From an optimization exercise on the open Yosys and OpenROAD flow, aimed at small area and a short achievable clock period; shortcuts taken in it are not production practice. Function was not checked in any run shown here: the RTL went through the layout flow alone.

## design.v

```verilog
module multiplier_8bit (
    input signed [7:0] A,
    input signed [7:0] B,
    output signed [15:0] P
);
    assign P = A * B;
endmodule
module adder_16bit (
    input signed [15:0] A,
    input signed [15:0] B,
    output signed [16:0] S
);
    assign S = A + B;
endmodule
module adder_17bit (
    input signed [16:0] A,
    input signed [16:0] B,
    output signed [17:0] S
);
    assign S = A + B;
endmodule
module adder_18bit (
    input signed [17:0] A,
    input signed [17:0] B,
    output signed [18:0] S
);
    assign S = A + B;
endmodule
module int8_mac_tree (
    input clk,  
    input reset,  
    input signed [7:0] in0,
    input signed [7:0] in1,
    input signed [7:0] in2,
    input signed [7:0] in3,
    input signed [7:0] in4,
    input signed [7:0] in5,
    input signed [7:0] in6,
    input signed [7:0] in7,
    input signed [7:0] in8,
    input signed [7:0] in9,
    input signed [7:0] in10,
    input signed [7:0] in11,
    input signed [7:0] in12,
    input signed [7:0] in13,
    input signed [7:0] in14,
    input signed [7:0] in15,
    output signed [31:0] out,
    output reg signed [15:0] prod0, prod1, prod2, prod3, prod4, prod5, prod6, prod7,
    output signed [17:0] sum_level2_0, sum_level2_1
);
    wire signed [15:0] p0, p1, p2, p3, p4, p5, p6, p7;
    multiplier_8bit mul0 (.A(in0),  .B(in1),  .P(p0));
    multiplier_8bit mul1 (.A(in2),  .B(in3),  .P(p1));
    multiplier_8bit mul2 (.A(in4),  .B(in5),  .P(p2));
    multiplier_8bit mul3 (.A(in6),  .B(in7),  .P(p3));
    multiplier_8bit mul4 (.A(in8),  .B(in9),  .P(p4));
    multiplier_8bit mul5 (.A(in10), .B(in11), .P(p5));
    multiplier_8bit mul6 (.A(in12), .B(in13), .P(p6));
    multiplier_8bit mul7 (.A(in14), .B(in15), .P(p7));
    always @(posedge clk or posedge reset) begin
        if (reset) begin
            prod0 <= 16'h0; prod1 <= 16'h0; prod2 <= 16'h0; prod3 <= 16'h0;
            prod4 <= 16'h0; prod5 <= 16'h0; prod6 <= 16'h0; prod7 <= 16'h0;
        end else begin
            prod0 <= p0; prod1 <= p1; prod2 <= p2; prod3 <= p3;
            prod4 <= p4; prod5 <= p5; prod6 <= p6; prod7 <= p7;
        end
    end
    assign sum_level2_0 = prod0 + prod1 + prod2 + prod3;
    assign sum_level2_1 = prod4 + prod5 + prod6 + prod7;
    reg signed [18:0] out_r;
    always @(posedge clk or posedge reset) begin
        if (reset)
            out_r <= 19'h0;
        else
            out_r <= sum_level2_0 + sum_level2_1;
    end
    assign out = out_r;
endmodule
```

## run.sh

```bash
#!/bin/bash
# synth_recipe.tcl (not shown) runs the flow's synth.tcl, then flattens the netlist and writes it again
# the make line also repeats each setting of config.mk as NAME=value (left out here)
make -C /OpenROAD-flow-scripts/flow DESIGN_CONFIG=/design/flow/config.mk WORK_HOME=/design/flow/orfs CLKGATE_MAP_FILE= SYNTH_SCRIPT=/design/flow/synth_recipe.tcl finish
```

## config.mk

```make
export PLATFORM = sky130hd
export DESIGN_NAME = int8_mac_tree
export DESIGN_NICKNAME = int8_mac_tree
export VERILOG_FILES = /design/flow/design.v
export SDC_FILE = /design/flow/constraint.sdc
export NUM_CORES = 4
export LEC_CHECK = 0
export CAP_MARGIN = 20
export CORE_MARGIN = 2
export CORE_UTILIZATION = 40
export SLEW_MARGIN = 20
```

## constraint.sdc

```tcl
create_clock -name core_clock -period 12.0 [get_ports {clk}]
set_input_delay 2.4000 -clock core_clock [delete_from_list [all_inputs] [get_ports {clk}]]
set_output_delay 2.4000 -clock core_clock [all_outputs]
set_load 0.01 [all_outputs]
```

==> results of run 1 <==
==> per-stage QoR <==
stage / instances / util [%]
after CTS: 4078 / 47.82
after floorplan: 2861 / -
final: 4078 / 47.82
after global placement: 4047 / 46.91
after detailed placement: 4047 / 46.91
after global routing: 4078 / 47.82
==> area by class of cell <==
| class | count | area [um2] |
|---|---|---|
| clock buffers | 19 | 452.9 |
| clock inverters | 12 | 156.4 |
| fillers | 6374 | 35230 |
| inverters | 747 | 2809 |
| multi-input cells | 1953 | 20830 |
| flip-flops and latches | 147 | 3679 |
| well taps | 873 | 1092 |
| repair buffers | 327 | 3268 |
==> metal layers <==
metal	track usage, %	vias to the layer above	routed length [um]
met5	0	-	0
met4	6.468	0	2053
met3	4.288	93	4200
met2	36.99	439	35330
met1	28.55	10050	31580
li1	-	9268	-
==> cells in the mapped netlist, types with 21 or more instances <==
| cell | count | area, um2 |
|---|---|---|
| inv_1 | 747 | 2804 |
| fa_1 | 507 | 10150 |
| and2_1 | 307 | 1921 |
| ha_1 | 284 | 3553 |
| nand2_1 | 197 | 739.5 |
| dfrtp_1 | 147 | 3679 |
| xnor2_1 | 129 | 1130 |
| nor2_1 | 72 | 270.3 |
| o21ai_0 | 66 | 330.3 |
| a21oi_1 | 63 | 315.3 |
| nand2b_1 | 62 | 387.9 |
| nand3_1 | 23 | 115.1 |
| nor2b_1 | 23 | 143.9 |
| nor3_1 | 21 | 105.1 |
==> state kept, by name, summed over array words and instances, names as in the netlist <==
signal and flops:
out_r 19, prod0 16, prod1 16, prod2 16, prod3 16, prod4 16, prod5 16, prod6 16
prod7 16
==> worst max-delay path by stage <==
stage | startpoint | end | depth (start not counted)
floorplan | reset | out_r[0] | 1
global placement | in12[6] | prod6[14] | 18
detailed placement | in12[6] | prod6[14] | 18
CTS | prod5[0] | sum_level2_1[17] | 14
global route | prod5[1] | sum_level2_1[17] | 16
finish | prod1[1] | sum_level2_0[17] | 13
==> worst max-delay path, delay by kind of cell, from the launching register on <==
kind / cells / cell delay (ps)
DFF: 1 / 480
xor gates and xnor gates: 1 / 280
buffers and inverters: 1 / 710
adders and majority gates: 4 / 1720
AOI/OAI and AO/OA: 7 / 1500
==> cell families after synthesis <==
family | Yosys count
adder cells (fa/ha/maj) | 791
buffers and inverters | 761
AND/OR/NAND/NOR | 752
AO/OA/AOI/OAI | 255
XOR/XNOR | 152
flip-flops | 147
multiplexers | 3
==> notes.md, run 1 <==
outcome timing/DRC/antenna clean; detailed-route wire length per cell 17.94 um; worst-case clock skew 13.36 ps; Clock Path Buffers 2; hold path start prod7[0]; largest net degree at the start of global routing 77; R2R cell count 21; CP Data Required Time 9600 ps; synthesized area 27410 um2; initial antenna violation count 0; sequential share of the synthesized area 13.42%; syn_nets 3782; finished layout cell area 32280 um2; die height 265.8 um; global route total overflow 0; HPWL after DPL 65010 um; placer congestion estimate 0.9355; clock latency on the worst-skew pair 470 ps; Initial Util 40.60%; Slew Limit Fails 0; hold buffers post-CTS 0; Antenna Cells 0; number of synthesized flops with an enable pin 0; # DRC 0; Least-Margin Pin Slew 972.6 ps; hold endpoint out_r[0]; fraction of registers with async set/reset 100.0%; drt pass-1 iters 5; crit-path most repeated cell fa_1; RSZ-0062 raised after global routing false; Reg-to-Reg End out_r[17]; dpl ws 4798 ps; Root Buffer clkbuf_16; layout cell share with drive strength beyond 1 1.810%; vias in the first global route 22010; Worst Path Class, Setup register to output port; first-pass GRT wire length 119900 um; R2R Setup Slk 6750 ps; Yosys warning total 1; Worst slew margin 35.16%; Synth cell types 66; clock transition at the registers of the reported paths 70 ps; Die X 265.8 um; worst setup margin 4433 ps; # IOs 326; Fmax 132.2 MHz; crit end category output port; Final Hold Viols 0; top_reg_cell synth dfrtp_1; port buffer count 325; post-synthesis xor/xnor area fraction 5.076%; TritonCTS buffer count 17; Hold Path Class register to register; Synth Area in Compound Gates 6.112%; WHS 809.1 ps; post-synthesis adder-cell area fraction 50.00%; Crit path largest cell delay 710 ps; simple-gate share of the synthesized area 14.69%; core region area 67510 um2; All-Layer GR Usage 21.91%; htree depth 4; Detailed Route Iter0 Violations 1025; Yosys reg bits 147; largest family of logic cells by synthesized area adder cells; Routed WL 73170 um; TritonCTS clock tree built; Worst EP arrival 5170 ps; Die ar. 70630 um2; final net count 4114; Fin Setup TNS 0 ps; post-CTS sizing 0; FP Rows 95; clk sinks 147; most common cell after layout, fill and taps aside inv_1; Via density 4.866; Area growth, synth to finish 17.78%; post-route minimum period 7567 ps; DRT antenna net count 0; Post-Place Cell Area 31670 um2; CP max stage cell clkdlybuf4s50_1; # Max-Cap Violations 0; # setup viols final 0; critical path cell sequence fa_1 -> fa_1 -> ha_1 -> fa_1 -> a21oi_2 -> o211ai_2 -> a221oi_1 -> o21bai_1 -> a211oi_1 -> o21bai_1 -> a21oi_1 -> xnor2_1 -> clkdlybuf4s50_1; startpoint types register; mux share of post-synthesis cell area 0.1096%; critical path fanouts, max 4; startpoint of the worst register-to-register path prod5[0]; Avg Cell Area, Syn 9.580 um2; most frequent cells in the layout inv_1 (746), fa_1 (507), clkdlybuf4s50_1 (325); Syn Inst Count 2861; vias post-DR 19850; period utilization 63.06%; Post-CTS Setup Inserts 0; Worst Hold Depth 2
==> run 2: changes to the inputs <==
==> design.v (replaced) <==
module multiplier_8bit (
    input signed [7:0] A,
    input signed [7:0] B,
    output signed [15:0] P
);
    assign P = A * B;
endmodule
module adder_16bit (
    input signed [15:0] A,
    input signed [15:0] B,
    output signed [16:0] S
);
    assign S = A + B;
endmodule
module adder_17bit (
    input signed [16:0] A,
    input signed [16:0] B,
    output signed [17:0] S
);
    assign S = A + B;
endmodule
module adder_18bit (
    input signed [17:0] A,
    input signed [17:0] B,
    output signed [18:0] S
);
    assign S = A + B;
endmodule
module int8_mac_tree (
    input clk,  
    input reset,  
    input signed [7:0] in0,
    input signed [7:0] in1,
    input signed [7:0] in2,
    input signed [7:0] in3,
    input signed [7:0] in4,
    input signed [7:0] in5,
    input signed [7:0] in6,
    input signed [7:0] in7,
    input signed [7:0] in8,
    input signed [7:0] in9,
    input signed [7:0] in10,
    input signed [7:0] in11,
    input signed [7:0] in12,
    input signed [7:0] in13,
    input signed [7:0] in14,
    input signed [7:0] in15,
    output reg signed [31:0] out,
    output signed [15:0] prod0, prod1, prod2, prod3, prod4, prod5, prod6, prod7,
    output signed [17:0] sum_level2_0, sum_level2_1
);  
    wire signed [16:0] sum_level1_out [0:3];
    wire signed [18:0] out_temp;
    reg signed [7:0] in0_reg, in1_reg, in2_reg, in3_reg, in4_reg, in5_reg, in6_reg, in7_reg, 
                     in8_reg, in9_reg, in10_reg, in11_reg, in12_reg, in13_reg, in14_reg, in15_reg;
    always @(posedge clk or posedge reset) begin
        if (reset) begin
            in0_reg <= 8'h0; in1_reg <= 8'h0; in2_reg <= 8'h0; in3_reg <= 8'h0;
            in4_reg <= 8'h0; in5_reg <= 8'h0; in6_reg <= 8'h0; in7_reg <= 8'h0;
            in8_reg <= 8'h0; in9_reg <= 8'h0; in10_reg <= 8'h0; in11_reg <= 8'h0;
            in12_reg <= 8'h0; in13_reg <= 8'h0; in14_reg <= 8'h0; in15_reg <= 8'h0;
        end else begin
            in0_reg <= in0; in1_reg <= in1; in2_reg <= in2; in3_reg <= in3;
            in4_reg <= in4; in5_reg <= in5; in6_reg <= in6; in7_reg <= in7;
            in8_reg <= in8; in9_reg <= in9; in10_reg <= in10; in11_reg <= in11;
            in12_reg <= in12; in13_reg <= in13; in14_reg <= in14; in15_reg <= in15;
        end
    end
    multiplier_8bit mul0 (.A(in0_reg), .B(in1_reg), .P(prod0));
    multiplier_8bit mul1 (.A(in2_reg), .B(in3_reg), .P(prod1));
    multiplier_8bit mul2 (.A(in4_reg), .B(in5_reg), .P(prod2));
    multiplier_8bit mul3 (.A(in6_reg), .B(in7_reg), .P(prod3));
    multiplier_8bit mul4 (.A(in8_reg), .B(in9_reg), .P(prod4));
    multiplier_8bit mul5 (.A(in10_reg), .B(in11_reg), .P(prod5));
    multiplier_8bit mul6 (.A(in12_reg), .B(in13_reg), .P(prod6));
    multiplier_8bit mul7 (.A(in14_reg), .B(in15_reg), .P(prod7));
    adder_16bit add_l1_0 (.A(prod0), .B(prod1), .S(sum_level1_out[0]));
    adder_16bit add_l1_1 (.A(prod2), .B(prod3), .S(sum_level1_out[1]));
    adder_16bit add_l1_2 (.A(prod4), .B(prod5), .S(sum_level1_out[2]));
    adder_16bit add_l1_3 (.A(prod6), .B(prod7), .S(sum_level1_out[3]));
    adder_17bit add_l2_0 (.A(sum_level1_out[0]), .B(sum_level1_out[1]), .S(sum_level2_0));
    adder_17bit add_l2_1 (.A(sum_level1_out[2]), .B(sum_level1_out[3]), .S(sum_level2_1));
    adder_18bit add_final (.A(sum_level2_0), .B(sum_level2_1), .S(out_temp));
    always @(posedge clk or posedge reset) begin
        if (reset)
            out <= 32'h0;
        else
            out <= out_temp;
    end
endmodule
==> run 2 against run 1 <==
Hold slack gained 340 ps; via count shrank 2.1%; largest cell class unchanged; global-route usage shrank 0.58 points; still clean; critical path depth increased by 14; cell area increased by 0.15%.
==> notes.md, run 2 <==
sequential share of the synthesized area 13.39% (-0.026 points); worst path bufs/invs 6 (+5); TritonCTS clock tree built; Via density 4.763 (-2.1%); die height 266.0 um (about the same); drt pass-1 iters 4 (-1); # DRC 0 (unchanged); Post-CTS Setup Inserts 0 (unchanged); initial antenna violation count 0 (unchanged); DRT antenna net count 0 (unchanged); vias in the first global route 20690 (-6.0%); Die X 266.0 um (about the same); Worst slew margin 36.82% (+1.7 points); All-Layer GR Usage 21.33% (-0.58 points); crit end category output port; global route total overflow 0 (unchanged); syn_nets 3772 (-0.26%); crit-path most repeated cell fa_1; most common cell after layout, fill and taps aside inv_1; post-route minimum period 10770 ps (+3199 ps); Yosys warning total 1 (unchanged); met2 usage 33.84% (-3.1 points); top-count cell post-synth inv_1; layout cell share with drive strength beyond 1 2.003% (+0.19 points); placer congestion estimate 0.8644 (-7.6%); Yosys top cell area share 36.96% (-0.073 points); Slew Limit Fails 0 (unchanged); Synth area leaders fa_1 (37%), dfrtp_1 (13%), ha_1 (13%); HPWL after DPL 63030 um (-3.0%); # setup viols final 0 (unchanged); met3 usage 3.863% (-0.43 points); startpoint types register; Worst EP arrival 8370 ps (+3200 ps); Antenna Cells 0 (unchanged); Clock Path Buffers 2 (unchanged); htree depth 4 (unchanged); busiest grt layer met2; period utilization 89.72% (+27 points); CP max stage cell clkdlybuf4s50_1; most frequent cells in the layout inv_1 (763), fa_1 (507), clkdlybuf4s50_1 (325); max reg flops 19 (unchanged); top_reg_cell synth dfrtp_1; Fmax 92.88 MHz (-30%); port buffer count 325 (unchanged); Filler Cells Inserted 6503 (+2.0%); grt met1 use 29.33% (+0.78 points); first-pass GRT wire length 114100 um (-4.8%); final net count 4104 (-0.24%); core region area 68230 um2 (+1.1%); fraction of registers with async set/reset 100.0% (unchanged); clock transition at the registers of the reported paths 80 ps (about the same); Die ar. 70770 um2 (+0.20%); Worst Path Class, Setup register to output port; Least-Margin Pin Slew 941.0 ps (-31.68 ps); worst-case clock skew 19.59 ps (+6.227 ps); Synth cell types 57 (-14%); synthesized area 27460 um2 (+0.20%); CP Data Required Time 9600 ps (about the same); top cell family by delay on the critical path adder cells; finished layout cell area 32330 um2 (+0.15%); Fin Setup TNS 0 ps (unchanged); number of synthesized flops with an enable pin 0 (unchanged); # Max-Cap Violations 0 (unchanged); Root Buffer clkbuf_16; FP Rows 96 (+1.1%); TritonCTS buffer count 17 (unchanged); Crit path largest cell delay 710 ps (about the same); critical path fanouts, max 8 (+4); Hold Path Class register to register; Detailed Route Iter0 Violations 839 (-18%); vias post-DR 19430 (-2.1%); Routed WL 70920 um (-3.1%); Area growth, synth to finish 17.72% (about the same); hold buffers post-CTS 0 (unchanged); clk sinks 147 (unchanged); Initial Util 40.25% (-0.34 points); Synth area leader fa_1; detailed-route wire length per cell 17.39 um (-3.1%); Final Hold Viols 0 (unchanged); RSZ-0062 raised after global routing false; outcome timing/DRC/antenna clean; clock latency on the worst-skew pair 510 ps (+40 ps); largest reg by FF count out; # IOs 326 (unchanged); post-CTS sizing 0 (unchanged); Yosys reg bits 147 (unchanged); Syn Inst Count 2851 (-0.35%); Avg Cell Area, Syn 9.633 um2 (+0.55%); largest net degree at the start of global routing 58 (-25%); Post-Place Cell Area 31740 um2 (+0.20%); Commonest cells post-synth inv_1 (764), fa_1 (507), and2_1 (323)
## run 2: cell types whose count changed after synthesis, sizes merged, moves of 15 or more
cell,change
and2,+15
xor2,+31
a21boi,-20
inv,+17
nand2b,-18
a21o,+31
nand3,-15
o21ai,-19
a21oi,+16
nand2,-23
nor2b,-16
## run 2: area by class of cell
cell class	instances	area (um2)	area share [%]
multi-input cells	1926	20810	64.38
flip-flops and latches	147	3679	11.38
clock buffers	19	432.9	1.339
inverters	764	2873	8.886
well taps	882	1104	3.413
repair buffers	327	3268	10.11
clock inverters	13	160.2	0.4954
## run 2: cell families after synthesis
group / count (synthesis) / synth area share, %
AOI/OAI and AO/OA: 266 / 6.625
adders and majority gates: 791 / 49.90
DFF: 147 / 13.39
muxes: 2 / 0.07290
xor gates and xnor gates: 190 / 6.060
and+or+nand+nor: 677 / 13.14
buffers and inverters: 778 / 10.82
## run 2: path summary, 6_finish.rpt
| check | startpoint | endpoint | slack (ps) | cells after the start |
|---|---|---|---|---|
| setup / recovery | in15_reg[2] | sum_level2_1[15] | 1230 | 27 |
| hold / removal | in4_reg[0] | out[0] | 1140 | 3 |
| setup reg to reg | in15_reg[2] | out[18] | 3230 | 31 |
| hold reg to reg | in4_reg[0] | out[0] | 1140 | 3 |
| max in group asynchronous | reset | in1_reg[2] | 8580 | 3 |
| min in group asynchronous | reset | in15_reg[6] | 2300 | 2 |
## run 2: routing by layer
layer | up-vias | share of wire, %
li1 | 9215 | -
met1 | 9743 | 46
met2 | 388 | 46
met3 | 79 | 5.0
met4 | 0 | 3.1
met5 | - | 0
## run 2: worst reg2reg max path: cells and delay by family, from the launching register on
| kind | cells | cell delay (ps) |
|---|---|---|
| xor gates and xnor gates | 2 | 620 |
| DFF | 1 | 500 |
| AOI/OAI and AO/OA | 9 | 2250 |
| adders and majority gates | 9 | 3920 |
| buffers and inverters | 6 | 430 |
| and+or+nand+nor | 5 | 850 |
## run 2: stage by stage
stage	std cells	utilization [%]	setup WS, ps	hold slack [ps]
floorplan	2851	-	3035	945.9
global placement	4046	46.52	1723	1157
detailed placement	4046	46.52	1747	1155
CTS	4078	47.39	1158	1179
global route	4078	47.39	820.6	1210
finish	4078	47.39	1234	1144

==> afterwards: timing with drivers on the ports <==
No port has a modelled driver above. Below, the same layouts with a new extraction and two added sets of constraints. Step 1 sets driving cells, clkbuf_16 on the clock port and buf_2 on the other inputs (assumed; they add their load-dependent delay and slew). Step 2 also shifts input and output timing later by t, the mid clock arrival at the registers, as if the neighbouring blocks saw the same clock. a / b / c = ideal / step 1 / step 2; a / b = the first two.
run	t (ns)	slack for setup (ns)	hold slack, ns	clock arrival spread, ns	worst register clock-pin slew, ns
run 1	0.518	4.433 / 4.380 / 4.759	0.809 / 0.809 / 0.809	0.013 / 0.013	0.07 / 0.07
run 2	0.564	1.234 / 1.168 / 1.732	1.144 / 1.144 / 1.144	0.020 / 0.019	0.08 / 0.08
After both steps every run listed still meets setup and hold.
